From an optimization exercise on the open Yosys and OpenROAD flow, aimed at small area; shortcuts taken in it are not production practice. Where RTL was checked, it was by simulation tests only, not by an equivalence proof against the original. For run 4, only the layout was checked, not whether the RTL still works. Power figures rest on the tool's default switching activity, not on a simulated workload. No driver is modelled on the clock port, so clocking that relies on it looks cheaper here than on a real chip.

<file path="flow/design.v">
module regfile(
		input clk, reset,
		input wr_en, input [4:0] wr_num, input [7:0] wr_data, input wr_last,
		input [4:0] rd_num, output [7:0] rd_data);
	parameter [31:0] sp_init = 0;
	parameter [31:0] ra_init = 0;
	wire [8*32-1:0] head;
	assign head[7:0] = 8'h00;
	genvar i;
	generate
		for (i = 1; i < 32; i = i + 1) begin : g_reg
			reg [31:0] q;
			wire wsel = wr_en && wr_num == i;
			wire [7:0] nxt = wsel ? wr_data : q[7:0];
			always @(posedge clk)
				q <= {nxt, q[31:8]};
			if (i == 29 || i == 31) begin : g_rst
				reg valid;
				always @(posedge clk or posedge reset)
					if (reset)
						valid <= 1'b0;
					else if (wsel && wr_last)
						valid <= 1'b1;
				assign head[i*8 +: 8] = q[7:0] & {8{valid}};
			end
			else begin : g_norst
				assign head[i*8 +: 8] = q[7:0];
			end
		end
	endgenerate
	wire [31:0] sel = 32'd1 << rd_num;
	logic [7:0] r;
	integer k;
	always_comb begin
		r = 8'h00;
		for (k = 1; k < 32; k = k + 1)
			r = r | (head[k*8 +: 8] & {8{sel[k]}});
	end
	assign rd_data = r;
endmodule
module mips(
	input clk, reset,
	output [31:0] instr_addr,
	input [31:0] instr_in,
	output [31:0] data_addr,
	input [31:0] data_in,
	output logic [31:0] data_out,
	output logic [1:0] data_access_size,
	output data_rd_wr);
	parameter [31:0] pc_init = 0;
	parameter [31:0] sp_init = 0;
	parameter [31:0] ra_init = 0;
	logic [1:0] ph, rnd;
	logic [11:0] pc;
	assign instr_addr = {20'd0, pc};
	wire [5:0] op = instr_in[31:26];
	wire [5:0] fn = instr_in[5:0];
	wire [4:0] rs = instr_in[25:21];
	wire [4:0] rt = instr_in[20:16];
	wire [4:0] rd = instr_in[15:11];
	wire [4:0] sh = instr_in[10:6];
	wire [15:0] imm = instr_in[15:0];
	wire lo = ~op[5] & ~op[4];                     
	wire special = lo & ~op[3] & ~op[2] & ~op[1];
	wire i_sll   = special & ~fn[5] & ~fn[3];
	wire i_addu  = special & fn[5] & ~fn[1];
	wire i_subu  = special & fn[5] & fn[1];
	wire i_jr    = special & ~fn[5] & fn[3];
	wire i_mul   = ~op[5] & op[4];
	wire i_addiu = lo & op[3] & ~op[1];
	wire i_lui   = lo & op[3] & op[1] & op[0];
	wire i_slti  = lo & op[3] & op[1] & ~op[0];
	wire i_lw    = op[5] & ~op[3] & ~op[2];
	wire i_lbu   = op[5] & ~op[3] & op[2];
	wire i_sw    = op[5] & op[3] & op[0];
	wire i_sb    = op[5] & op[3] & ~op[0];
	wire i_j     = lo & ~op[3] & ~op[2] & op[1] & ~op[0];
	wire i_jal   = lo & ~op[3] & ~op[2] & op[1] & op[0];
	wire i_beq   = lo & ~op[3] & op[2] & ~op[0];
	wire i_bne   = lo & ~op[3] & op[2] & op[0];
	wire i_load  = i_lw | i_lbu;
	wire i_store = i_sw | i_sb;
	wire i_mulsh = i_mul | i_sll;
	wire i_br    = i_beq | i_bne;
	wire i_jump  = i_j | i_jal;
	wire i_arith = i_addu | i_subu;
	wire [1:0] last = (i_load | i_store | i_mulsh | i_br) ? 2'd2 :
	                  (i_arith | i_slti | i_jr) ? 2'd1 : 2'd0;
	wire in_last = (rnd == last);
	wire r0 = (rnd == 2'd0);
	wire r1 = (rnd == 2'd1);
	wire r2 = (rnd == 2'd2);
	logic we;
	logic [4:0] wnum;
	logic [7:0] wdata;
	wire [7:0] rb;
	regfile #(.sp_init(sp_init), .ra_init(ra_init)) regs(
		.clk(clk), .reset(reset),
		.wr_en(we), .wr_num(wnum), .wr_data(wdata), .wr_last(ph == 2'd3),
		.rd_num(r0 ? rs : rt), .rd_data(rb));
	wire [10:0] pc4h;
	inc #(10) u_pcinc(.a(pc[11:2]), .s(pc4h));
	wire [12:0] pc4 = {pc4h, pc[1:0]};
	wire [31:0] pc4w = {19'd0, pc4};
	wire [31:0] simm = {{16{imm[15]}}, imm};
	wire [31:0] luiw = {imm, 16'd0};
	wire [31:0] onehot = 32'd1 << sh;
	wire [7:0] pc4_b   = pc4w[ph*8 +: 8];
	wire [7:0] simm_b  = simm[ph*8 +: 8];
	wire [31:0] boff = {{14{imm[15]}}, imm, 2'b00};
	wire [7:0] boff_b  = boff[ph*8 +: 8];
	wire [7:0] lui_b   = luiw[ph*8 +: 8];
	wire [7:0] oh_b    = onehot[ph*8 +: 8];
	logic [31:0] T, M;
	logic c;
	wire [7:0] a = (i_jal | (i_br & r1)) ? pc4_b : (r1 ? T[7:0] : rb);
	wire sub = r1 ? i_subu : i_slti;
	logic [7:0] b0;
	always_comb begin
		b0 = 8'h00;
		if (r1) begin
			if (i_addu) b0 = rb;
			if (i_subu) b0 = ~rb;
			if (i_br) b0 = boff_b;
		end
		else begin
			if (i_addiu | i_load | i_store) b0 = simm_b;
			if (i_slti) b0 = ~simm_b;
			if (i_lui) b0 = lui_b;
			if (i_sll) b0 = oh_b;
			if (i_jal) b0 = (ph == 2'd0) ? 8'd4 : 8'd0;
		end
	end
	wire cin = (ph == 2'd0) ? sub : c;
	wire [8:0] sum;
	rca #(8) u_alu(.a(a), .b(b0), .cin(cin), .s(sum[7:0]), .cout(sum[8]));
	logic [27:0] P;
	wire [3:0] d = (r1 && ph == 2'd0) ? rb[3:0] : M[3:0];
	logic pb;
	wire pbx = (r1 && ph == 2'd0) ? 1'b0 : pb;
	wire neg0 = d[1] & ~(d[0] & pbx);
	wire one0 = d[0] ^ pbx;
	wire two0 = (d[1] & ~d[0] & ~pbx) | (~d[1] & d[0] & pbx);
	wire neg1 = d[3] & ~(d[2] & d[1]);
	wire one1 = d[2] ^ d[1];
	wire two1 = (d[3] & ~d[2] & ~d[1]) | (~d[3] & d[2] & d[1]);
	wire [31:0] pp0 = (({32{one0}} & T) | ({32{two0}} & {T[30:0], 1'b0})) ^ {32{neg0}};
	wire [29:0] pp1 = (({30{one1}} & T[29:0]) | ({30{two1}} & {T[28:0], 1'b0})) ^ {30{neg1}};
	wire [31:0] csx = {4'd0, P};
	wire [31:0] csz = {pp1, neg1, neg0};
	wire [31:0] css = csx ^ pp0 ^ csz;
	wire [31:0] csc = (csx & pp0) | (csx & csz) | (pp0 & csz);
	wire [31:0] S;
	assign S[0] = css[0];
	wire k12, k22_0, k22_1;
	wire [9:0] sm0, sm1, sh0, sh1;
	rca #(11) u_mlo(.a(css[11:1]), .b(csc[10:0]), .cin(neg1), .s(S[11:1]), .cout(k12));
	rca #(10) u_mm0(.a(css[21:12]), .b(csc[20:11]), .cin(1'b0), .s(sm0), .cout(k22_0));
	rca #(10) u_mm1(.a(css[21:12]), .b(csc[20:11]), .cin(1'b1), .s(sm1), .cout(k22_1));
	rca #(10) u_mh0(.a(css[31:22]), .b(csc[30:21]), .cin(1'b0), .s(sh0), .cout());
	rca #(10) u_mh1(.a(css[31:22]), .b(csc[30:21]), .cin(1'b1), .s(sh1), .cout());
	wire k22 = k12 ? k22_1 : k22_0;
	assign S[21:12] = k12 ? sm1 : sm0;
	assign S[31:22] = k22 ? sh1 : sh0;
	wire [7:0] mul_b = (ph == 2'd0) ? M[23:16] :
	                   (ph == 2'd1) ? M[27:20] :
	                   (ph == 2'd2) ? M[31:24] : {S[3:0], M[31:28]};
	logic [31:0] Mn;
	always_comb begin
		Mn = {(i_store ? d : S[3:0]), M[31:4]};
		if (r1)
			case (ph)
				2'd0: Mn[3:0] = rb[7:4];
				2'd1: Mn[7:0] = rb;
				2'd2: Mn[11:4] = rb;
				2'd3: Mn[15:8] = rb;
			endcase
	end
	logic f;
	always_comb begin
		we = 1'b0;
		wnum = rt;
		wdata = sum[7:0];
		if (i_arith) begin
			we = r1;
			wnum = rd;
		end
		if (i_addiu | i_lui) we = r0;
		if (i_jal) begin
			we = r0;
			wnum = 5'd31;
		end
		if (i_slti) begin
			we = r1;
			wdata = {7'd0, f & (ph == 2'd0)};
		end
		if (i_load) begin
			we = (r1 && ph != 2'd0) || (r2 && ph == 2'd0);
			wdata = (i_lbu && ph != 2'd0) ? 8'h00 : data_in[7:0];
		end
		if (i_mulsh) begin
			we = r2;
			wnum = rd;
			wdata = mul_b;
		end
	end
	assign data_addr = {T[31:2], i_lw ? {~ph[1] ^ ph[0], ph[0]} : T[1:0]};
	assign data_out = {M[15:0], M[31:16]};
	assign data_access_size = {1'b0, i_sw};
	assign data_rd_wr = ~(i_store && r2 && ph == 2'd0);
	always @(posedge clk or posedge reset) begin
		if (reset) begin
			ph <= 2'd0;
			rnd <= 2'd0;
			pc <= pc_init[11:0];
		end
		else begin
			ph <= ph + 2'd1;
			if (ph == 2'd3)
				rnd <= in_last ? 2'd0 : rnd + 2'd1;
			if (in_last && ph == 2'd2)
				pc <= i_jump ? {instr_in[9:0], 2'b00} :
				      (i_jr | (i_beq & f) | (i_bne & ~f)) ? T[11:0] : pc4[11:0];
		end
	end
	always @(posedge clk) begin
		c <= sum[8];
		M <= Mn;
		P <= r0 ? 28'd0 : S[31:4];
		pb <= d[3];
		if (r0) begin
			T <= {sum[7:0], T[31:8]};
			f <= ~sum[8];
		end
		else begin
			if (r1 & (i_arith | i_br))
				T <= {sum[7:0], T[31:8]};
			if (r1 & i_br)
				f <= ((ph == 2'd0) | f) & (T[7:0] == rb);
		end
	end
endmodule
module rca #(parameter N = 8) (
	input [N-1:0] a, b, input cin,
	output [N-1:0] s, output cout);
	wire [N:0] c;
	assign c[0] = cin;
	genvar i;
	generate
		for (i = 0; i < N; i = i + 1) begin : g_bit
			assign s[i] = a[i] ^ b[i] ^ c[i];
			assign c[i+1] = (a[i] & b[i]) | (a[i] & c[i]) | (b[i] & c[i]);
		end
	endgenerate
	assign cout = c[N];
endmodule
module inc #(parameter N = 8) (
	input [N-1:0] a, output [N:0] s);
	wire [N:0] c;
	assign c[0] = 1'b1;
	genvar i;
	generate
		for (i = 0; i < N; i = i + 1) begin : g_bit
			assign s[i] = a[i] ^ c[i];
			assign c[i+1] = a[i] & c[i];
		end
	endgenerate
	assign s[N] = c[N];
endmodule
</file>
<file path="flow/flow/run.sh">
#!/bin/bash
# The standard layout (standard.sh), with these ORFS settings changed
# through the environment:
#  - synthesis maps logic with an area-oriented ABC script (flow/abc_area.script,
#    used in place of ORFS's abc_speed.script in a copy of ORFS's scripts
#    folder); everything else in synthesis is unchanged, so the registers are
#    the standard synthesis's
#  - ports are buffered with buf_1 cells instead of clkdlybuf4s50_1
#  - timing-driven global placement keeps none of the resizer's trial
#    buffers (they are only used to estimate timing); repair after placement
#    and clock-tree synthesis still fixes what needs fixing
#  - clock tree: sink clusters of up to 32 flip-flops, each driven by a
#    clkbuf_16, and no dummy loads
# standard.sh's full output goes to standard.log in this folder; ORFS's own
# per-step logs stay under orfs/logs.
set -o pipefail
rm -rf scripts_abc
cp -r "$FLOW_HOME/scripts" scripts_abc
cp flow/abc_area.script scripts_abc/abc_speed.script
export SCRIPTS_DIR="$PWD/scripts_abc"
export GPL_KEEP_OVERFLOW=0
export BUFFER_PORTS_ARGS="-buffer_cell sky130_fd_sc_hd__buf_1"
export CTS_ARGS="-sink_clustering_enable -repair_clock_nets -dont_use_dummy_load -sink_clustering_size 32 -sink_clustering_max_diameter 90 -buf_list sky130_fd_sc_hd__clkbuf_16"
bash standard.sh > standard.log 2>&1
</file>
<file path="flow/flow/abc_area.script">
&get -n
&st
&dch
&nf -R 1000 -p -F 16 -C 32
&put
topo
dnsize -c
</file>
<file path="flow/standard.sh">
#!/bin/bash
# synth_recipe.tcl (not shown) runs the flow's synth.tcl, then flattens the netlist and writes it again
# the make line also repeats each setting of config.mk as NAME=value (left out here)
make -C /OpenROAD-flow-scripts/flow DESIGN_CONFIG=/design/flow/config.mk WORK_HOME=/design/flow/orfs CLKGATE_MAP_FILE= SYNTH_SCRIPT=/design/flow/synth_recipe.tcl "${@:-finish}"
</file>
<file path="flow/config.mk">
export PLATFORM = sky130hd
export DESIGN_NAME = mips
export DESIGN_NICKNAME = mips
export VERILOG_FILES = /design/flow/design.v
export SDC_FILE = /design/flow/constraint.sdc
export NUM_CORES = 4
export LEC_CHECK = 0
export CAP_MARGIN = 20
export CORE_MARGIN = 2
export CORE_UTILIZATION = 65
export CTS_BUF_LIST = sky130_fd_sc_hd__clkbuf_16
export CTS_CLUSTER_DIAMETER = 100
export CTS_CLUSTER_SIZE = 25
export PLACE_DENSITY = 0.8
export SLEW_MARGIN = 20
</file>
<file path="flow/constraint.sdc">
create_clock -name core_clock -period 15.0 [get_ports {clk}]
set_input_delay 3.0000 -clock core_clock [delete_from_list [all_inputs] [get_ports {clk}]]
set_output_delay 3.0000 -clock core_clock [all_outputs]
set_load 0.01 [all_outputs]
</file>
==> impl_metrics.prom, run 1 <==
# TYPE chip_impl_metric gauge
chip_impl_info{name="outcome",value="timing/DRC/antenna clean"} 1
chip_impl_metric{name="antenna_found_initial",unit=""} 2
chip_impl_info{name="yosys_most_used_dff",value="sky130_fd_sc_hd__dfxtp_1"} 1
chip_impl_metric{name="synth_top_area_share",unit="%"} 64.8
chip_impl_metric{name="fin_skew",unit="ns"} 0.0738
chip_impl_metric{name="pin_count",unit=""} 165
chip_impl_metric{name="synthXorXnorAreaFrac",unit="%"} 2.53
chip_impl_metric{name="swShare",unit="%"} 38.6
chip_impl_metric{name="first_global_vias",unit=""} 20100
chip_impl_metric{name="dpl_cell_area",unit="um2"} 34000
chip_impl_info{name="timing.critical_path.to_type",value="flop"} 1
chip_impl_metric{name="ir_drop",unit="uV"} 255
chip_impl_metric{name="post-route-min-period",unit="ns"} 14.37
chip_impl_metric{name="synth_area",unit="um2"} 32600
chip_impl_metric{name="detailedPlacementHpwl",unit="um"} 53300
chip_impl_metric{name="clockPowerShare",unit="%"} 13.5
chip_impl_metric{name="first_pass_iters",unit=""} 7
chip_impl_metric{name="synth_enable_flop_cells",unit=""} 33
chip_impl_metric{name="number_of_vias_in_the_routed_layout",unit=""} 20900
chip_impl_metric{name="netlist-cell-type-count",unit=""} 55
chip_impl_metric{name="buffer_ports.inserted",unit=""} 119
chip_impl_metric{name="fin_total_pwr",unit="mW"} 9.69
chip_impl_metric{name="setup_viol_count_final",unit=""} 0
chip_impl_metric{name="yosysSeqAreaShare",unit="%"} 69.2
chip_impl_metric{name="synth-compound-area-share",unit="%"} 12.1
chip_impl_metric{name="cts_inserted_buffers",unit=""} 41
chip_impl_metric{name="clk_pin_slew_worst_paths",unit="ns"} 0.11
chip_impl_info{name="setup.worst_path.start_class",value="input port"} 1
chip_impl_info{name="netlist_top_cells_count",value="sky130_fd_sc_hd__dfxtp_1, sky130_fd_sc_hd__nor2_1, sky130_fd_sc_hd__a21oi_1"} 1
chip_impl_metric{name="syn2layout_area_growth",unit="%"} 8.85
chip_impl_metric{name="synthMuxAreaShare",unit="%"} 1.40
chip_impl_metric{name="synth-warning-count",unit=""} 2
chip_impl_metric{name="initial_utilization",unit="%"} 65.4
chip_impl_metric{name="drcViolationCount",unit=""} 0
chip_impl_metric{name="synthesis.area_per_instance",unit="um2"} 12.0
chip_impl_metric{name="timing_worst_slew_pin_value",unit="ns"} 1.12
chip_impl_metric{name="routed_via_density",unit=""} 5.90
chip_impl_metric{name="number_of_h_tree_levels",unit=""} 2
chip_impl_metric{name="finalSetupTns",unit="ns"} 0
chip_impl_metric{name="fillCellCount",unit=""} 3376
chip_impl_metric{name="core",unit="um2"} 49800
chip_impl_metric{name="adder_cell_share_of_the_synthesized_area",unit="%"} 4.38
chip_impl_metric{name="grt_overflow",unit=""} 0
chip_impl_info{name="tritoncts",value="yes"} 1
chip_impl_info{name="crit_type",value="in -> reg"} 1
chip_impl_metric{name="total_leakage_power",unit="nW"} 13.6
chip_impl_metric{name="ys_async_sr_fraction",unit="%"} 1.63
chip_impl_metric{name="avgRoutedWirePerCell",unit="um"} 21.7
chip_impl_info{name="root_buffer_master",value="sky130_fd_sc_hd__clkbuf_16"} 1
chip_impl_metric{name="clkLatencyLatePin",unit="ns"} 0.63
chip_impl_metric{name="tritoncts_num_sinks",unit=""} 1105
chip_impl_metric{name="placement_rows",unit=""} 82
chip_impl_info{name="timing.hold.worst.class",value="reg -> reg"} 1
chip_impl_metric{name="final_instance_area",unit="um2"} 35400
chip_impl_metric{name="grt_usage",unit="%"} 28.8
chip_impl_metric{name="dr.first_iter.drc_count",unit=""} 2242
chip_impl_metric{name="dp_worst_setup_slack",unit="ns"} -1.96
chip_impl_metric{name="critical-path-max-stage-delay",unit="ns"} 0.49
chip_impl_info{name="synth_most_common_cell",value="sky130_fd_sc_hd__dfxtp_1"} 1
chip_impl_info{name="combinational_family_with_the_most_area_after_synthesis",value="compound AO/OA/AOI/OAI gates"} 1
chip_impl_metric{name="achievable-frequency",unit="MHz"} 69.6
chip_impl_metric{name="setup_ws",unit="ns"} 0.631
chip_impl_info{name="yosys-top-cells-area",value="sky130_fd_sc_hd__dfxtp_1, sky130_fd_sc_hd__nor2_1, sky130_fd_sc_hd__a21oi_1"} 1
chip_impl_info{name="synth_largest_area_cell",value="sky130_fd_sc_hd__dfxtp_1"} 1
chip_impl_metric{name="timing.final.crit_share",unit="%"} 95.8
chip_impl_metric{name="p_sw",unit="mW"} 3.74
chip_impl_metric{name="yosys_register_bits",unit=""} 1105
chip_impl_metric{name="drt_wl_total",unit="um"} 77100
chip_impl_metric{name="die_x",unit="um"} 228
chip_impl_metric{name="timing.hold.ws",unit="ns"} 0.315
chip_impl_metric{name="grt_pass1_wl",unit="um"} 116000
chip_impl_metric{name="tightest_slew_margin_relative_to_the_limit",unit="%"} 25.6
chip_impl_metric{name="dieArea",unit="um2"} 51900
chip_impl_metric{name="dieHeight",unit="um"} 228
chip_impl_info{name="crit_slowest_cell",value="sky130_fd_sc_hd__fa_1"} 1
chip_impl_metric{name="yosys.area_share.simple",unit="%"} 8.32
chip_impl_metric{name="cellInternalPower",unit="mW"} 5.94
chip_impl_metric{name="final_net_count",unit=""} 3030
chip_impl_metric{name="drv_slew",unit=""} 0
chip_impl_metric{name="power_density",unit="nW/um2"} 273
chip_impl_metric{name="gp_congestion",unit=""} 0.972
chip_impl_metric{name="seq_power_share",unit="%"} 40.4
chip_impl_metric{name="cp_num_buf_inv",unit=""} 4
chip_impl_info{name="critical-path-top-cell-by-count",value="sky130_fd_sc_hd__nor2_1"} 1
chip_impl_metric{name="worst-path-max-fanout",unit=""} 17
chip_impl_metric{name="clockBufferDepth",unit=""} 3
chip_impl_info{name="critical_path.top_delay_family",value="adder cells"} 1
chip_impl_metric{name="postSynthCellCount",unit=""} 2716
chip_impl_metric{name="cp.required",unit="ns"} 15.52
chip_impl_metric{name="max-cap-violations",unit=""} 0
chip_impl_metric{name="report.final.hold_viol_count",unit=""} 0
chip_impl_metric{name="ant_nets",unit=""} 0
chip_impl_metric{name="maximum_number_of_pins_on_one_net_before_global_route_repair",unit=""} 40
chip_impl_metric{name="drive_above_1_share",unit="%"} 5.91
chip_impl_metric{name="cp.arrival",unit="ns"} 14.89
chip_impl_metric{name="comb_power_share",unit="%"} 46.1
worst paths after layout:
check / startpoint / to / slack (ns) / cells past startpoint
max: instr_in[23] / P[27] / 0.63 / 53
min in group asynchronous: reset / rnd[0] / 2.51 / 2
min: regs.g_reg[27].q[17] / regs.g_reg[27].q[9] / 0.31 / 0
max reg2reg: rnd[0] / P[27] / 2.03 / 54
max in group asynchronous: reset / rnd[1] / 12.05 / 2
min reg2reg: regs.g_reg[27].q[17] / regs.g_reg[27].q[9] / 0.31 / 0
power by group through the flow:
stage,registers [mW],logic [mW],clock network (mW)
floorplan,3.85,2.91,0
global placement,3.94,3.80,0
detailed placement,3.97,4.15,0
CTS,3.91,4.22,1.32
global route,3.97,4.90,1.42
finish,3.92,4.46,1.31
what timing repair did:
item / in CTS / in global routing
hold buffers: 0 / 0
endpoints found under the setup margin: 10 / 10
resized for setup: 11 / 38
setup buffers: 1 / 24
gates cloned: 2 / 0
pin swaps: 1 / 7
routing by layer:
layer | track usage, % | vias to the layer above | share of wire [%]
li1 | - | 9625 | -
met1 | 40.1 | 10100 | 43
met2 | 45.4 | 971 | 45
met3 | 3.93 | 217 | 7.1
met4 | 12.6 | 2 | 4.6
met5 | 0 | - | 0.025
area by class of cell:
| class | instances | area [um2] | area share [%] |
|---|---|---|---|
| multi-input combinational | 1521 | 9870 | 27.9 |
| antenna | 1 | 2.50 | 0.00706 |
| clock buffer | 41 | 1030 | 2.90 |
| tap | 672 | 841 | 2.37 |
| timing repair buffer | 160 | 972 | 2.74 |
| sequential | 1105 | 22500 | 63.6 |
| inverter | 48 | 180 | 0.508 |
sequential cells by signal, summed over array words and instances (netlist names), 2 cells and up:
name and cells:
M 32, rnd 2, pc 12, P 28, ph 2, regs.g.g_rst.valid 2
T 32, regs.g.q 992
worst reg2reg max path: cells and delay by family, from the launching register on:
family                   cells  cell delay [ns]
buffers and inverters        4             0.48
flip-flops                   1             0.45
XOR/XNOR                     1             0.25
adder cells (fa/ha/maj)     12             5.13
multiplexers                 2             0.84
AO/OA/AOI/OAI                9             1.69
AND/OR/NAND/NOR             26             4.05
cells by family (layout without fill, tap and decap cells):
| logic type | after synthesis | after routing |
|---|---|---|
| flip-flops | 1105 | 1105 |
| AND/OR/NAND/NOR | 652 | 653 |
| AO/OA/AOI/OAI | 622 | 623 |
| buffers and inverters | 112 | 249 |
| XOR/XNOR | 94 | 94 |
| adder cells (fa/ha/maj) | 87 | 87 |
| multiplexers | 43 | 43 |
| other | 1 | 22 |
metrics by stage:
step / utilization [%] / cells
5_1_grt: 71.2 / 3548
3_3_place_gp: 67.2 / 3463
3_5_place_dp: 68.2 / 3478
4_1_cts: 70.4 / 3522
6_report: 71.2 / 3548
2_1_floorplan: - / 2736
cells in the final DEF, fill, tap and decap left out, drive strengths merged, types with 11 or more instances in the layout:
cell / netlist / routed
ha: 42 / 42
a22oi: 98 / 98
xnor2: 47 / 47
a21oi: 244 / 244
clkbuf: 0 / 41
a221oi: 24 / 24
nand2: 175 / 175
nor3: 24 / 24
conb: 1 / 21
dfrtp: 18 / 18
o21ai: 124 / 125
nor2: 355 / 355
mux2: 21 / 21
nor2b: 12 / 13
xor2: 47 / 47
edfxtp: 33 / 33
dfxtp: 1054 / 1054
buf: 64 / 160
fa: 45 / 45
nand2b: 11 / 11
clkinv: 48 / 48
mux2i: 22 / 22
nand4: 19 / 19
nand3: 21 / 21
a222oi: 38 / 38
==> inputs of run 2 (changes only) <==
==> flow/flow/run.sh (replaced) <==
#!/bin/bash
# The standard layout (standard.sh), with these ORFS settings changed
# through the environment:
#  - synthesis maps logic with an area-oriented ABC script (flow/abc_area.script,
#    used in place of ORFS's abc_speed.script in a copy of ORFS's scripts
#    folder); everything else in synthesis is unchanged, so the registers are
#    the standard synthesis's
#  - ports are buffered with buf_1 cells instead of clkdlybuf4s50_1
#  - clock tree: sink clusters of up to 40 flip-flops, each driven by a
#    clkbuf_16, and no dummy loads
# standard.sh's full output goes to standard.log in this folder; ORFS's own
# per-step logs stay under orfs/logs.
set -o pipefail
rm -rf scripts_abc
cp -r "$FLOW_HOME/scripts" scripts_abc
cp flow/abc_area.script scripts_abc/abc_speed.script
export SCRIPTS_DIR="$PWD/scripts_abc"
export BUFFER_PORTS_ARGS="-buffer_cell sky130_fd_sc_hd__buf_1"
export CTS_ARGS="-sink_clustering_enable -repair_clock_nets -dont_use_dummy_load -sink_clustering_size 40 -sink_clustering_max_diameter 40 -buf_list sky130_fd_sc_hd__clkbuf_16"
bash standard.sh > standard.log 2>&1
==> impl_metrics.prom, run 2 <==
# TYPE chip_impl_metric gauge
chip_impl_info{name="outcome",value="timing/DRC/antenna clean"} 1
chip_impl_metric{name="critical-path-max-stage-delay",unit="ns"} 0.64
chip_impl_metric{name="dr.first_iter.drc_count",unit=""} 2111
chip_impl_metric{name="seqCellArea",unit="um2"} 22500
chip_impl_metric{name="cellInternalPower",unit="mW"} 6.45
chip_impl_info{name="reg_top3",value="regs.g.q (992), M (32), T (32)"} 1
chip_impl_metric{name="setup_viol_count_final",unit=""} 0
chip_impl_metric{name="dieArea",unit="um2"} 51900
chip_impl_info{name="critical-path-top-cell-by-count",value="sky130_fd_sc_hd__nor2_1"} 1
chip_impl_metric{name="cp.required",unit="ns"} 15.52
chip_impl_metric{name="grt_overflow",unit=""} 0
chip_impl_metric{name="total_leakage_power",unit="nW"} 14.3
chip_impl_metric{name="synth_enable_flop_cells",unit=""} 33
chip_impl_metric{name="swShare",unit="%"} 37.6
chip_impl_metric{name="avgRoutedWirePerCell",unit="um"} 23.1
chip_impl_metric{name="clk_pin_slew_worst_paths",unit="ns"} 0.07
chip_impl_metric{name="post_cts_buffers",unit=""} 0
chip_impl_info{name="synth_largest_area_cell",value="sky130_fd_sc_hd__dfxtp_1"} 1
chip_impl_info{name="crit_slowest_cell",value="sky130_fd_sc_hd__a222oi_1"} 1
chip_impl_info{name="synth_most_common_cell",value="sky130_fd_sc_hd__dfxtp_1"} 1
chip_impl_info{name="timing.hold.worst.class",value="reg -> reg"} 1
chip_impl_metric{name="tritoncts_num_sinks",unit=""} 1105
chip_impl_metric{name="grt_usage",unit="%"} 32.0
chip_impl_metric{name="fin_total_pwr",unit="mW"} 10.3
chip_impl_metric{name="timing.final.crit_share",unit="%"} 95.3
chip_impl_metric{name="initial_utilization",unit="%"} 65.4
chip_impl_metric{name="grt_pass1_wl",unit="um"} 128000
chip_impl_metric{name="hold-path-cell-count",unit=""} 0
chip_impl_info{name="worstSetupStartpoint",value="instr_in[25]"} 1
chip_impl_metric{name="number_of_h_tree_levels",unit=""} 3
chip_impl_metric{name="seq_power_share",unit="%"} 38.1
chip_impl_metric{name="die_x",unit="um"} 228
chip_impl_info{name="netlist_top_cells_count",value="sky130_fd_sc_hd__dfxtp_1, sky130_fd_sc_hd__nor2_1, sky130_fd_sc_hd__a21oi_1"} 1
chip_impl_metric{name="core",unit="um2"} 49800
chip_impl_metric{name="cp.arrival",unit="ns"} 14.82
chip_impl_info{name="final_cell_mix",value="sky130_fd_sc_hd__dfxtp_1, sky130_fd_sc_hd__nor2_1, sky130_fd_sc_hd__a21oi_1"} 1
chip_impl_metric{name="fillCellCount",unit=""} 3200
chip_impl_metric{name="cts_inserted_buffers",unit=""} 104
chip_impl_metric{name="drcViolationCount",unit=""} 0
chip_impl_info{name="timing.critical_path.to_type",value="flop"} 1
chip_impl_info{name="root_buffer_master",value="sky130_fd_sc_hd__clkbuf_16"} 1
chip_impl_metric{name="clockPowerShare",unit="%"} 21.1
chip_impl_metric{name="synth-warning-count",unit=""} 2
chip_impl_metric{name="final_net_count",unit=""} 3110
chip_impl_metric{name="worst-path-max-fanout",unit=""} 8
chip_impl_metric{name="drv_slew",unit=""} 0
chip_impl_metric{name="drt_wl_total",unit="um"} 83900
chip_impl_metric{name="multi_input_comb_area",unit="um2"} 9570
chip_impl_metric{name="power_density",unit="nW/um2"} 282
chip_impl_metric{name="largest_register_ffs",unit=""} 992
chip_impl_metric{name="ant_nets",unit=""} 0
chip_impl_info{name="yosys_most_used_dff",value="sky130_fd_sc_hd__dfxtp_1"} 1
chip_impl_info{name="min_from",value="regs.g_reg[11].q[19]"} 1
chip_impl_metric{name="first_global_vias",unit=""} 22100
chip_impl_metric{name="yosysSeqAreaShare",unit="%"} 69.2
chip_impl_metric{name="dieHeight",unit="um"} 228
chip_impl_metric{name="achievable-frequency",unit="MHz"} 69.9
chip_impl_metric{name="post-route-min-period",unit="ns"} 14.30
chip_impl_info{name="regMostFlops",value="regs.g.q"} 1
chip_impl_info{name="layout.cells.most_common",value="sky130_fd_sc_hd__dfxtp_1"} 1
chip_impl_metric{name="netlist-cell-type-count",unit=""} 55
chip_impl_metric{name="placement_rows",unit=""} 82
chip_impl_metric{name="p_sw",unit="mW"} 3.88
chip_impl_metric{name="report.final.hold_viol_count",unit=""} 0
chip_impl_metric{name="detailedPlacementHpwl",unit="um"} 54200
chip_impl_metric{name="max-cap-violations",unit=""} 0
chip_impl_info{name="rsz_0062_raised_after_global_routing",value="false"} 1
chip_impl_metric{name="comb_power_share",unit="%"} 40.8
chip_impl_metric{name="finalSetupTns",unit="ns"} 0
chip_impl_metric{name="number_of_vias_in_the_routed_layout",unit=""} 21600
chip_impl_metric{name="syn2layout_area_growth",unit="%"} 12.6
chip_impl_info{name="regToRegStartpoint",value="rnd[0]"} 1
chip_impl_metric{name="pin_count",unit=""} 165
chip_impl_info{name="regToRegEndpoint",value="P[27]"} 1
chip_impl_info{name="setup.worst_path.start_class",value="input port"} 1
chip_impl_metric{name="maximum_number_of_pins_on_one_net_before_global_route_repair",unit=""} 42
chip_impl_metric{name="clkLatencyLatePin",unit="ns"} 0.68
chip_impl_info{name="yosys-top-cells-area",value="sky130_fd_sc_hd__dfxtp_1, sky130_fd_sc_hd__nor2_1, sky130_fd_sc_hd__a21oi_1"} 1
chip_impl_metric{name="synth_top_area_share",unit="%"} 64.8
chip_impl_metric{name="rrSetupSlack",unit="ns"} 1.66
chip_impl_metric{name="clockBufferDepth",unit=""} 3
chip_impl_metric{name="synthesis.area_per_instance",unit="um2"} 12.0
chip_impl_metric{name="antenna_found_initial",unit=""} 7
chip_impl_info{name="worstHoldEndpoint",value="regs.g_reg[11].q[11]"} 1
chip_impl_metric{name="synth_area",unit="um2"} 32600
chip_impl_metric{name="timing.reg2reg.worst_path_depth",unit=""} 52
chip_impl_metric{name="fin_skew",unit="ns"} 0.0879
chip_impl_metric{name="gp_congestion",unit=""} 0.948
chip_impl_info{name="crit_type",value="in -> reg"} 1
chip_impl_metric{name="yosys_register_bits",unit=""} 1105
chip_impl_metric{name="ys_async_sr_fraction",unit="%"} 1.63
chip_impl_metric{name="buffer_ports.inserted",unit=""} 119
chip_impl_metric{name="tightest_slew_margin_relative_to_the_limit",unit="%"} 25.7
chip_impl_metric{name="ir_drop",unit="uV"} 227
chip_impl_metric{name="timing_worst_slew_pin_value",unit="ns"} 1.11
chip_impl_metric{name="first_pass_iters",unit=""} 7
chip_impl_metric{name="routed_via_density",unit=""} 5.96
chip_impl_metric{name="drive_above_1_share",unit="%"} 6.57
chip_impl_info{name="tritoncts",value="yes"} 1
chip_impl_metric{name="postSynthCellCount",unit=""} 2716
-- run 2: cell counts after synthesis --
Identical to the previous run, type by type.
-- run 2: cell type report --
class | instances | area share (%)
Sequential cell | 1105 | 61.5
Multi-Input combinational cell | 1519 | 26.1
Clock buffer | 104 | 7.10
Timing Repair Buffer | 179 | 2.49
Tap cell | 672 | 2.29
Inverter | 48 | 0.492
Antenna cell | 3 | 0.0205
-- run 2: worst max-delay path, delay by kind of cell --
family / cells / cell delay, ns
and+or+nand+nor: 24 / 3.51
AOI/OAI and AO/OA: 7 / 1.58
muxes: 2 / 0.71
xor gates and xnor gates: 1 / 0.18
buffers and inverters: 5 / 0.65
adders and majority gates: 12 / 5.15
-- run 2: what timing repair did --
item,CTS,global route
gates resized for setup,0,2
hold buffers,0,0
endpoints found under the setup margin,0,1
-- run 2: metrics by stage --
| stage | hold slack, ns | instances | utilization [%] | area, um2 | setup slack (ns) |
|---|---|---|---|---|---|
| detailed placement | 0.312 | 3521 | 68.3 | 34000 | 0.311 |
| finish | 0.286 | 3630 | 73.7 | 36700 | 0.704 |
| floorplan | 0.310 | 2736 | - | 32600 | 0.00745 |
| global placement | 0.310 | 3520 | 68.2 | 33900 | 0.489 |
| CTS | 0.283 | 3625 | 73.5 | 36600 | 0.869 |
| global route | 0.291 | 3629 | 73.6 | 36600 | 0.0231 |
-- run 2: kinds of logic (layout without fill, tap and decap cells) --
logic type               Yosys count  in the layout  synth area share, %
adder cells (fa/ha/maj)           87             87                 4.38
AND/OR/NAND/NOR                  652            652                 8.32
AO/OA/AOI/OAI                    622            622                 12.1
multiplexers                      43             43                 1.40
other                              1             24               0.0115
flip-flops                      1105           1105                 69.2
XOR/XNOR                          94             94                 2.53
buffers and inverters            112            331                 2.03
-- run 2: power by group through the flow --
stage,Sequential (mW),Clock [mW],Combinational (mW)
after CTS,3.93,2.19,4.17
after detailed placement,3.97,0,4.08
after global placement,3.95,0,3.98
after global routing,3.99,2.31,4.62
after floorplan,3.85,0,2.91
final,3.94,2.18,4.21
-- run 2: per-layer routing --
metal	up-vias	GRT usage (%)	part of all wire [%]
li1	9803	-	-
met1	10500	40.3	40
met2	1082	52.1	47
met3	264	5.54	7.2
met4	6	19.4	5.7
met5	-	0	0.039
-- run 2: worst max-delay path by stage --
stage,end,slack (ns),cells past startpoint
floorplan,P[27],0.007,50
global placement,P[27],0.49,52
detailed placement,P[27],0.31,52
CTS,P[27],0.87,51
global route,P[27],0.02,53
finish,P[27],0.70,51
==> inputs of run 3 (changes only) <==
--- a/flow/flow/run.sh
+++ b/flow/flow/run.sh
@@ -7,5 +7,5 @@
 #    the standard synthesis's
 #  - ports are buffered with buf_1 cells instead of clkdlybuf4s50_1
-#  - clock tree: sink clusters of up to 40 flip-flops, each driven by a
+#  - clock tree: sink clusters of up to 36 flip-flops, each driven by a
 #    clkbuf_16, and no dummy loads
 # standard.sh's full output goes to standard.log in this folder; ORFS's own
@@ -17,4 +17,4 @@
 export SCRIPTS_DIR="$PWD/scripts_abc"
 export BUFFER_PORTS_ARGS="-buffer_cell sky130_fd_sc_hd__buf_1"
-export CTS_ARGS="-sink_clustering_enable -repair_clock_nets -dont_use_dummy_load -sink_clustering_size 40 -sink_clustering_max_diameter 40 -buf_list sky130_fd_sc_hd__clkbuf_16"
+export CTS_ARGS="-sink_clustering_enable -repair_clock_nets -dont_use_dummy_load -sink_clustering_size 36 -sink_clustering_max_diameter 55 -buf_list sky130_fd_sc_hd__clkbuf_16"
 bash standard.sh > standard.log 2>&1
==> impl_metrics.prom, run 3 <==
# TYPE chip_impl_metric gauge
chip_impl_info{name="outcome",value="timing/DRC/antenna clean"} 1
chip_impl_metric{name="rrSetupSlack",unit="ns"} 1.79
chip_impl_metric{name="drv_slew",unit=""} 0
chip_impl_metric{name="synth_top_area_share",unit="%"} 64.8
chip_impl_info{name="worstSetupStartpoint",value="instr_in[23]"} 1
chip_impl_metric{name="buffer_ports.inserted",unit=""} 119
chip_impl_metric{name="syn2layout_area_growth",unit="%"} 8.49
chip_impl_metric{name="number_of_vias_in_the_routed_layout",unit=""} 21100
chip_impl_metric{name="maximum_number_of_pins_on_one_net_before_global_route_repair",unit=""} 42
chip_impl_info{name="yosys_most_used_dff",value="sky130_fd_sc_hd__dfxtp_1"} 1
chip_impl_metric{name="tightest_slew_margin_relative_to_the_limit",unit="%"} 21.1
chip_impl_info{name="capture_point_of_the_worst_path",value="P[27]"} 1
chip_impl_metric{name="pin_count",unit=""} 165
chip_impl_info{name="final_cell_mix",value="sky130_fd_sc_hd__dfxtp_1, sky130_fd_sc_hd__nor2_1, sky130_fd_sc_hd__a21oi_1"} 1
chip_impl_metric{name="fin_skew",unit="ns"} 0.0999
chip_impl_info{name="regToRegEndpoint",value="P[27]"} 1
chip_impl_metric{name="dr.first_iter.drc_count",unit=""} 2267
chip_impl_info{name="yosys-top-cells-area",value="sky130_fd_sc_hd__dfxtp_1, sky130_fd_sc_hd__nor2_1, sky130_fd_sc_hd__a21oi_1"} 1
chip_impl_info{name="synth_largest_area_cell",value="sky130_fd_sc_hd__dfxtp_1"} 1
chip_impl_metric{name="core",unit="um2"} 49800
chip_impl_info{name="synth_most_common_cell",value="sky130_fd_sc_hd__dfxtp_1"} 1
chip_impl_metric{name="worst-path-max-fanout",unit=""} 6
chip_impl_metric{name="finalSetupTns",unit="ns"} 0
chip_impl_metric{name="grt_usage",unit="%"} 30.3
chip_impl_metric{name="max-cap-violations",unit=""} 0
chip_impl_metric{name="postSynthCellCount",unit=""} 2716
chip_impl_metric{name="synthesis.area_per_instance",unit="um2"} 12.0
chip_impl_metric{name="achievable-frequency",unit="MHz"} 70.3
chip_impl_metric{name="total_leakage_power",unit="nW"} 13.7
chip_impl_metric{name="report.final.hold_viol_count",unit=""} 0
chip_impl_metric{name="drive_above_1_share",unit="%"} 4.76
chip_impl_metric{name="ir_drop",unit="uV"} 228
chip_impl_metric{name="largest_register_ffs",unit=""} 992
chip_impl_metric{name="placement_rows",unit=""} 82
chip_impl_info{name="rsz_0062_raised_after_global_routing",value="false"} 1
chip_impl_metric{name="first_pass_iters",unit=""} 6
chip_impl_metric{name="gp_congestion",unit=""} 0.948
chip_impl_info{name="timing.critical_path.to_type",value="flop"} 1
chip_impl_metric{name="post-route-min-period",unit="ns"} 14.23
chip_impl_metric{name="synth_enable_flop_cells",unit=""} 33
chip_impl_metric{name="yosysSeqAreaShare",unit="%"} 69.2
chip_impl_metric{name="post_cts_resize_count",unit=""} 0
chip_impl_metric{name="cp.arrival",unit="ns"} 14.77
chip_impl_metric{name="first_global_vias",unit=""} 20900
chip_impl_info{name="netlist_top_cells_count",value="sky130_fd_sc_hd__dfxtp_1, sky130_fd_sc_hd__nor2_1, sky130_fd_sc_hd__a21oi_1"} 1
chip_impl_metric{name="die_x",unit="um"} 228
chip_impl_metric{name="timing.final.crit_share",unit="%"} 94.9
chip_impl_metric{name="timing_worst_slew_pin_value",unit="ns"} 1.18
chip_impl_metric{name="drt_wl_total",unit="um"} 80100
chip_impl_metric{name="setup_viol_count_final",unit=""} 0
chip_impl_metric{name="yosys_register_bits",unit=""} 1105
chip_impl_metric{name="synth_area",unit="um2"} 32600
chip_impl_metric{name="dieHeight",unit="um"} 228
chip_impl_info{name="regToRegStartpoint",value="rnd[0]"} 1
chip_impl_metric{name="initial_utilization",unit="%"} 65.4
chip_impl_metric{name="power_density",unit="nW/um2"} 271
chip_impl_metric{name="grt_pass1_wl",unit="um"} 121000
chip_impl_info{name="critical-path-top-cell-by-count",value="sky130_fd_sc_hd__nor2_1"} 1
chip_impl_metric{name="final_net_count",unit=""} 3057
chip_impl_metric{name="routed_via_density",unit=""} 5.90
chip_impl_metric{name="timing.reg2reg.worst_path_depth",unit=""} 55
chip_impl_metric{name="netlist-cell-type-count",unit=""} 55
chip_impl_metric{name="clk_pin_slew_worst_paths",unit="ns"} 0.12
chip_impl_metric{name="post_cts_buffers",unit=""} 0
chip_impl_metric{name="dp_worst_setup_slack",unit="ns"} 0.311
chip_impl_info{name="layout.cells.most_common",value="sky130_fd_sc_hd__dfxtp_1"} 1
chip_impl_metric{name="drcViolationCount",unit=""} 0
chip_impl_metric{name="dieArea",unit="um2"} 51900
chip_impl_metric{name="avgRoutedWirePerCell",unit="um"} 22.4
chip_impl_metric{name="synth-warning-count",unit=""} 2
chip_impl_metric{name="clkLatencyLatePin",unit="ns"} 0.66
chip_impl_metric{name="critical-path-max-stage-delay",unit="ns"} 0.48
chip_impl_metric{name="ant_nets",unit=""} 0
chip_impl_metric{name="clockBufferDepth",unit=""} 3
chip_impl_metric{name="detailedPlacementHpwl",unit="um"} 54200
chip_impl_info{name="crit_slowest_cell",value="sky130_fd_sc_hd__fa_1"} 1
chip_impl_metric{name="setup_ws",unit="ns"} 0.770
chip_impl_metric{name="ys_async_sr_fraction",unit="%"} 1.63
chip_impl_info{name="tritoncts",value="yes"} 1
chip_impl_metric{name="cp.required",unit="ns"} 15.54
chip_impl_info{name="setup.worst_path.start_class",value="input port"} 1
chip_impl_info{name="root_buffer_master",value="sky130_fd_sc_hd__clkbuf_16"} 1
chip_impl_metric{name="cts-hold-fix-buffers",unit=""} 0
chip_impl_info{name="regMostFlops",value="regs.g.q"} 1
chip_impl_info{name="crit_type",value="in -> reg"} 1
chip_impl_metric{name="number_of_h_tree_levels",unit=""} 2
chip_impl_metric{name="antenna_found_initial",unit=""} 4
chip_impl_metric{name="tritoncts_num_sinks",unit=""} 1105
chip_impl_metric{name="cts_inserted_buffers",unit=""} 51
chip_impl_info{name="timing.hold.worst.class",value="reg -> reg"} 1
chip_impl_info{name="reg_top3",value="regs.g.q (992), M (32), T (32)"} 1
chip_impl_metric{name="grt_overflow",unit=""} 0
## run 3: cell counts after synthesis
Identical to the previous run, type by type.
## run 3: final cells by class
| cell class | instances | area (um2) |
|---|---|---|
| multi-input combinational | 1519 | 9550 |
| inverter | 48 | 180 |
| antenna | 3 | 7.51 |
| tap | 672 | 841 |
| clock buffer | 51 | 1280 |
| sequential | 1105 | 22500 |
| timing repair buffer | 179 | 917 |
| fill | 3439 | 14400 |
## run 3: kinds of logic after synthesis
group	share of synthesized area, %
AOI/OAI and AO/OA	12.1
other	0.0115
DFF	69.2
muxes	1.40
and+or+nand+nor	8.32
adders and majority gates	4.38
xor gates and xnor gates	2.53
buffers and inverters	2.03
## run 3: how the worst min path moves through the flow
stage	from	endpoint	slack [ns]	cells after the start
floorplan	regs.g_reg[10].q[8]	regs.g_reg[10].q[0]	0.31	0
global placement	regs.g_reg[7].q[11]	regs.g_reg[7].q[3]	0.31	0
detailed placement	regs.g_reg[20].q[9]	regs.g_reg[20].q[1]	0.31	0
CTS	regs.g_reg[8].q[11]	regs.g_reg[8].q[3]	0.26	0
global route	regs.g_reg[14].q[14]	regs.g_reg[14].q[6]	0.26	0
finish	regs.g_reg[8].q[11]	regs.g_reg[8].q[3]	0.25	0
## run 3: critical path: cells and delay by family
kind	cells	cell delay, ns
xor gates and xnor gates	1	0.24
adders and majority gates	11	4.65
muxes	2	0.80
buffers and inverters	3	0.29
AOI/OAI and AO/OA	11	2.02
and+or+nand+nor	26	3.76
## run 3: where the power goes
part           switching, mW  total (mW)  internal (mW)
combinational           2.54        4.18           1.65
sequential             0.342        3.93           3.59
clock                  0.841        1.45          0.607
## run 3: per-stage QoR
| stage | instances | util, % | total power [mW] | area (um2) | hold WS, ns |
|---|---|---|---|---|---|
| 6_report | 3577 | 71.0 | 9.56 | 35300 | 0.254 |
| 5_1_grt | 3575 | 71.0 | 10.1 | 35300 | 0.261 |
| 4_1_cts | 3572 | 70.8 | 9.53 | 35200 | 0.257 |
| 3_5_place_dp | 3521 | 68.3 | 8.05 | 34000 | 0.312 |
| 3_3_place_gp | 3520 | 68.2 | 7.92 | 33900 | 0.310 |
| 2_1_floorplan | 2736 | - | 6.76 | 32600 | 0.310 |
## run 3: layer usage
| layer | up-vias | global-route usage (%) | part of all wire (%) |
|---|---|---|---|
| met4 | 2 | 16.6 | 5.6 |
| met2 | 902 | 49.3 | 47 |
| li1 | 9693 | - | - |
| met3 | 241 | 4.44 | 6.8 |
| met5 | - | 0 | 0.016 |
| met1 | 10300 | 39.5 | 41 |
==> inputs of run 4 (changes only) <==
--- a/flow/design.v
+++ b/flow/design.v
@@ -153,14 +153,19 @@
 	wire [31:0] S;
 	assign S[0] = css[0];
-	wire k12, k22_0, k22_1;
-	wire [9:0] sm0, sm1, sh0, sh1;
-	rca #(11) u_mlo(.a(css[11:1]), .b(csc[10:0]), .cin(neg1), .s(S[11:1]), .cout(k12));
-	rca #(10) u_mm0(.a(css[21:12]), .b(csc[20:11]), .cin(1'b0), .s(sm0), .cout(k22_0));
-	rca #(10) u_mm1(.a(css[21:12]), .b(csc[20:11]), .cin(1'b1), .s(sm1), .cout(k22_1));
-	rca #(10) u_mh0(.a(css[31:22]), .b(csc[30:21]), .cin(1'b0), .s(sh0), .cout());
-	rca #(10) u_mh1(.a(css[31:22]), .b(csc[30:21]), .cin(1'b1), .s(sh1), .cout());
-	wire k22 = k12 ? k22_1 : k22_0;
-	assign S[21:12] = k12 ? sm1 : sm0;
-	assign S[31:22] = k22 ? sh1 : sh0;
+	wire k9, k17_0, k17_1, k25_0, k25_1;
+	wire [7:0] sa0, sa1, sb0, sb1;
+	wire [6:0] sc0, sc1;
+	rca #(8) u_m1(.a(css[8:1]), .b(csc[7:0]), .cin(neg1), .s(S[8:1]), .cout(k9));
+	rca #(8) u_m2a(.a(css[16:9]), .b(csc[15:8]), .cin(1'b0), .s(sa0), .cout(k17_0));
+	rca #(8) u_m2b(.a(css[16:9]), .b(csc[15:8]), .cin(1'b1), .s(sa1), .cout(k17_1));
+	rca #(8) u_m3a(.a(css[24:17]), .b(csc[23:16]), .cin(1'b0), .s(sb0), .cout(k25_0));
+	rca #(8) u_m3b(.a(css[24:17]), .b(csc[23:16]), .cin(1'b1), .s(sb1), .cout(k25_1));
+	rca #(7) u_m4a(.a(css[31:25]), .b(csc[30:24]), .cin(1'b0), .s(sc0), .cout());
+	rca #(7) u_m4b(.a(css[31:25]), .b(csc[30:24]), .cin(1'b1), .s(sc1), .cout());
+	wire k17 = k9 ? k17_1 : k17_0;
+	wire k25 = k17 ? k25_1 : k25_0;
+	assign S[16:9] = k9 ? sa1 : sa0;
+	assign S[24:17] = k17 ? sb1 : sb0;
+	assign S[31:25] = k25 ? sc1 : sc0;
 	wire [7:0] mul_b = (ph == 2'd0) ? M[23:16] :
 	                   (ph == 2'd1) ? M[27:20] :
--- a/flow/flow/run.sh
+++ b/flow/flow/run.sh
@@ -7,5 +7,5 @@
 #    the standard synthesis's
 #  - ports are buffered with buf_1 cells instead of clkdlybuf4s50_1
-#  - clock tree: sink clusters of up to 36 flip-flops, each driven by a
+#  - clock tree: sink clusters of up to 32 flip-flops, each driven by a
 #    clkbuf_16, and no dummy loads
 # standard.sh's full output goes to standard.log in this folder; ORFS's own
@@ -17,4 +17,4 @@
 export SCRIPTS_DIR="$PWD/scripts_abc"
 export BUFFER_PORTS_ARGS="-buffer_cell sky130_fd_sc_hd__buf_1"
-export CTS_ARGS="-sink_clustering_enable -repair_clock_nets -dont_use_dummy_load -sink_clustering_size 36 -sink_clustering_max_diameter 55 -buf_list sky130_fd_sc_hd__clkbuf_16"
+export CTS_ARGS="-sink_clustering_enable -repair_clock_nets -dont_use_dummy_load -sink_clustering_size 32 -sink_clustering_max_diameter 90 -buf_list sky130_fd_sc_hd__clkbuf_16"
 bash standard.sh > standard.log 2>&1
==> impl_metrics.prom, run 4 <==
# TYPE chip_impl_metric gauge
chip_impl_info{name="synth_most_common_cell",value="sky130_fd_sc_hd__dfxtp_1"} 1
chip_impl_info{name="root_buffer_master",value="sky130_fd_sc_hd__clkbuf_16"} 1
chip_impl_metric{name="ant_nets",unit=""} 0
chip_impl_metric{name="placement_rows",unit=""} 82
chip_impl_metric{name="p_sw",unit="mW"} 3.53
chip_impl_metric{name="post_cts_resize_count",unit=""} 0
chip_impl_metric{name="setup_viol_count_final",unit=""} 0
chip_impl_info{name="yosys_most_used_dff",value="sky130_fd_sc_hd__dfxtp_1"} 1
chip_impl_metric{name="core",unit="um2"} 50000
chip_impl_metric{name="synth_area",unit="um2"} 32700
chip_impl_metric{name="synth_top_area_share",unit="%"} 64.4
chip_impl_metric{name="drcViolationCount",unit=""} 0
chip_impl_metric{name="fin_skew",unit="ns"} 0.0915
chip_impl_info{name="crit_type",value="in -> reg"} 1
chip_impl_info{name="tritoncts",value="yes"} 1
chip_impl_metric{name="avgRoutedWirePerCell",unit="um"} 22.4
chip_impl_metric{name="netlist-cell-type-count",unit=""} 51
chip_impl_metric{name="grt_pass1_wl",unit="um"} 123000
chip_impl_metric{name="yosysSeqAreaShare",unit="%"} 68.8
chip_impl_metric{name="routed_via_density",unit=""} 5.87
chip_impl_metric{name="postSynthCellCount",unit=""} 2734
chip_impl_metric{name="synthXorXnorAreaFrac",unit="%"} 2.73
chip_impl_metric{name="pin_count",unit=""} 165
chip_impl_metric{name="cellInternalPower",unit="mW"} 5.68
chip_impl_info{name="netlist_top_cells_count",value="sky130_fd_sc_hd__dfxtp_1, sky130_fd_sc_hd__nor2_1, sky130_fd_sc_hd__a21oi_1"} 1
chip_impl_metric{name="gp_congestion",unit=""} 0.925
chip_impl_metric{name="number_of_vias_in_the_routed_layout",unit=""} 21100
chip_impl_metric{name="max-cap-violations",unit=""} 0
chip_impl_metric{name="comb_power_share",unit="%"} 43.5
chip_impl_info{name="critical-path-top-cell-by-count",value="sky130_fd_sc_hd__nor2_1"} 1
chip_impl_metric{name="drive_above_1_share",unit="%"} 4.49
chip_impl_metric{name="multi_input_comb_area",unit="um2"} 9700
chip_impl_metric{name="ys_async_sr_fraction",unit="%"} 1.63
chip_impl_metric{name="initial_utilization",unit="%"} 65.5
chip_impl_metric{name="post_cts_buffers",unit=""} 0
chip_impl_metric{name="dieArea",unit="um2"} 52200
chip_impl_info{name="timing.hold.worst.class",value="reg -> reg"} 1
chip_impl_info{name="final_cell_mix",value="sky130_fd_sc_hd__dfxtp_1, sky130_fd_sc_hd__nor2_1, sky130_fd_sc_hd__a21oi_1"} 1
chip_impl_metric{name="buffer_ports.inserted",unit=""} 119
chip_impl_info{name="timing.critical_path.to_type",value="flop"} 1
chip_impl_info{name="synth_largest_area_cell",value="sky130_fd_sc_hd__dfxtp_1"} 1
chip_impl_metric{name="tightest_slew_margin_relative_to_the_limit",unit="%"} 21.7
chip_impl_metric{name="clockPowerShare",unit="%"} 14.6
chip_impl_metric{name="drt_wl_total",unit="um"} 80400
chip_impl_metric{name="antenna_found_initial",unit=""} 5
chip_impl_metric{name="post-route-min-period",unit="ns"} 13.49
chip_impl_metric{name="gr-usage-met3",unit="%"} 4.04
chip_impl_metric{name="worst-path-max-fanout",unit=""} 11
chip_impl_metric{name="achievable-frequency",unit="MHz"} 74.1
chip_impl_metric{name="first_global_vias",unit=""} 20900
chip_impl_metric{name="drv_slew",unit=""} 0
chip_impl_metric{name="seq_power_share",unit="%"} 42.0
chip_impl_metric{name="yosys_register_bits",unit=""} 1105
chip_impl_metric{name="dr.first_iter.drc_count",unit=""} 2152
chip_impl_metric{name="maximum_number_of_pins_on_one_net_before_global_route_repair",unit=""} 55
chip_impl_metric{name="detailedPlacementHpwl",unit="um"} 54100
chip_impl_metric{name="ir_drop",unit="uV"} 159
chip_impl_info{name="yosys-top-cells-area",value="sky130_fd_sc_hd__dfxtp_1, sky130_fd_sc_hd__nor2_1, sky130_fd_sc_hd__a21oi_1"} 1
chip_impl_info{name="layout.cells.most_common",value="sky130_fd_sc_hd__dfxtp_1"} 1
chip_impl_metric{name="total_leakage_power",unit="nW"} 13.7
chip_impl_metric{name="power_density",unit="nW/um2"} 261
chip_impl_metric{name="timing.final.crit_share",unit="%"} 89.9
chip_impl_metric{name="grt_use_met1",unit="%"} 41.7
chip_impl_metric{name="die_x",unit="um"} 228
chip_impl_metric{name="tritoncts_num_sinks",unit=""} 1105
chip_impl_metric{name="finalSetupTns",unit="ns"} 0
chip_impl_metric{name="adder_cell_share_of_the_synthesized_area",unit="%"} 4.33
chip_impl_metric{name="final_net_count",unit=""} 3073
chip_impl_info{name="reg_top3",value="regs.g.q (992), M (32), T (32)"} 1
chip_impl_metric{name="cts-hold-fix-buffers",unit=""} 0
chip_impl_metric{name="synth_enable_flop_cells",unit=""} 33
chip_impl_info{name="gr-max-usage-layer",value="met2"} 1
chip_impl_metric{name="clk_pin_slew_worst_paths",unit="ns"} 0.12
chip_impl_metric{name="fillCellCount",unit=""} 3513
chip_impl_metric{name="synthMuxAreaShare",unit="%"} 1.88
chip_impl_metric{name="yosys.area_share.simple",unit="%"} 8.32
chip_impl_metric{name="grt_usage",unit="%"} 30.6
chip_impl_info{name="regMostFlops",value="regs.g.q"} 1
chip_impl_metric{name="dieHeight",unit="um"} 228
chip_impl_info{name="combinational_family_with_the_most_area_after_synthesis",value="compound AO/OA/AOI/OAI gates"} 1
chip_impl_metric{name="seqCellArea",unit="um2"} 22500
chip_impl_metric{name="synth-compound-area-share",unit="%"} 11.7
chip_impl_metric{name="first_pass_iters",unit=""} 9
chip_impl_metric{name="report.final.hold_viol_count",unit=""} 0
chip_impl_metric{name="swShare",unit="%"} 38.3
chip_impl_metric{name="cp.required",unit="ns"} 15.47
chip_impl_info{name="outcome",value="timing/DRC/antenna clean"} 1
chip_impl_metric{name="cts_inserted_buffers",unit=""} 43
chip_impl_metric{name="groute.layer.met2.usage",unit="%"} 49.6
chip_impl_info{name="setup.worst_path.start_class",value="input port"} 1
chip_impl_metric{name="grt_overflow",unit=""} 0
chip_impl_metric{name="clockBufferDepth",unit=""} 3
chip_impl_metric{name="syn2layout_area_growth",unit="%"} 7.92
chip_impl_metric{name="timing_worst_slew_pin_value",unit="ns"} 1.16
chip_impl_metric{name="cp.arrival",unit="ns"} 13.96
chip_impl_metric{name="largest_register_ffs",unit=""} 992
chip_impl_info{name="crit_slowest_cell",value="sky130_fd_sc_hd__nor3_1"} 1
chip_impl_metric{name="clkLatencyLatePin",unit="ns"} 0.63
chip_impl_info{name="rsz_0062_raised_after_global_routing",value="false"} 1
chip_impl_metric{name="setup_ws",unit="ns"} 1.51
chip_impl_metric{name="critical-path-max-stage-delay",unit="ns"} 0.58
chip_impl_metric{name="synthesis.area_per_instance",unit="um2"} 12.0
chip_impl_metric{name="synth-warning-count",unit=""} 2
chip_impl_metric{name="dp_worst_setup_slack",unit="ns"} 1.05
chip_impl_metric{name="number_of_h_tree_levels",unit=""} 2
==> run 4: worst paths after layout <==
| check | start | endpoint | slack [ns] | cells past startpoint |
|---|---|---|---|---|
| setup reg to reg | rnd[0] | P[27] | 2.80 | 45 |
| max in group asynchronous | reset | ph[1] | 12.11 | 2 |
| hold / removal | regs.g_reg[25].q[17] | regs.g_reg[25].q[9] | 0.30 | 0 |
| min in group asynchronous | reset | regs.g_reg[31].g_rst.valid | 2.43 | 2 |
| setup / recovery | instr_in[20] | P[27] | 1.51 | 44 |
| hold reg to reg | regs.g_reg[25].q[17] | regs.g_reg[25].q[9] | 0.30 | 0 |
==> run 4: kinds of logic after synthesis <==
| group | Yosys count |
|---|---|
| DFF | 1105 |
| and+or+nand+nor | 644 |
| AOI/OAI and AO/OA | 606 |
| buffers and inverters | 130 |
| xor gates and xnor gates | 102 |
| adders and majority gates | 88 |
| muxes | 58 |
| other | 1 |
==> run 4: critical path, delay by kind of cell <==
kind            cells  cell delay (ns)
buf+inv             2             0.19
compound gates      9             1.70
mux                 4             1.54
xor+xnor            2             0.36
fa+ha+maj           9             4.06
simple gates       18             3.09
==> run 4: metrics by stage <==
stage | utilization (%) | hold slack (ns) | cells | cell area (um2) | total power [mW]
floorplan | - | 0.310 | 2754 | 32800 | 6.66
global placement | 68.5 | 0.309 | 3546 | 34200 | 7.65
detailed placement | 68.5 | 0.312 | 3546 | 34200 | 7.85
CTS | 70.7 | 0.298 | 3589 | 35300 | 9.19
global route | 70.7 | 0.295 | 3589 | 35300 | 9.78
finish | 70.7 | 0.296 | 3590 | 35300 | 9.21
==> run 4: area by class of cell <==
| class | instances | area share (%) |
|---|---|---|
| diodes | 1 | 0.00708 |
| clock buffers | 43 | 3.04 |
| inverters | 66 | 0.701 |
| multi-input cells | 1519 | 27.4 |
| flip-flops and latches | 1105 | 63.8 |
| well taps | 672 | 2.38 |
| repair buffers | 184 | 2.64 |
==> run 4: layer usage <==
metal  up-vias  share of wire, %
met5         -             0.062
met4         8               4.3
met3       215               6.8
met2       882                46
met1     10300                43
li1       9716                 -
==> run 4: power by group through the flow <==
| stage | Sequential, mW | Clock (mW) | Combinational (mW) |
|---|---|---|---|
| 6_report | 3.87 | 1.34 | 4.00 |
| 5_1_grt | 3.91 | 1.45 | 4.41 |
| 4_1_cts | 3.86 | 1.36 | 3.97 |
| 3_5_place_dp | 3.92 | 0 | 3.94 |
| 3_3_place_gp | 3.89 | 0 | 3.76 |
| 2_1_floorplan | 3.80 | 0 | 2.86 |

==> re-timing with driven ports <==
The results above use ideal ports. As a check the final layouts listed here were re-extracted and re-timed, cells and wires unchanged.
Step 1, drivers: a clkbuf_16 drives clk and a buf_2 each remaining input, both assumed.
Step 2 times the ports against the registers' clock, not the clock port: input delays grow and output delays shrink by t, the midpoint of the rising clock arrivals with the driver on.
Three values: ideal, step 1, step 2; two values: the first two.
run | t (ns) | setup slack, ns | hold WS [ns]
run 1 | 0.648 | 0.631 / 0.668 / 0.020 | 0.315 / 0.315 / 0.315
run 2 | 0.701 | 0.704 / 0.742 / 0.041 | 0.286 / 0.286 / 0.286
run 3 | 0.667 | 0.770 / 0.810 / 0.143 | 0.254 / 0.254 / 0.254
run 4 | 0.642 | 1.513 / 1.496 / 0.853 | 0.296 / 0.296 / 0.296
After both steps setup and hold are still met in every run listed. For run 2, which loses most, drivers alone change the setup slack by +0.038 ns; drivers and shift together by -0.663 ns.
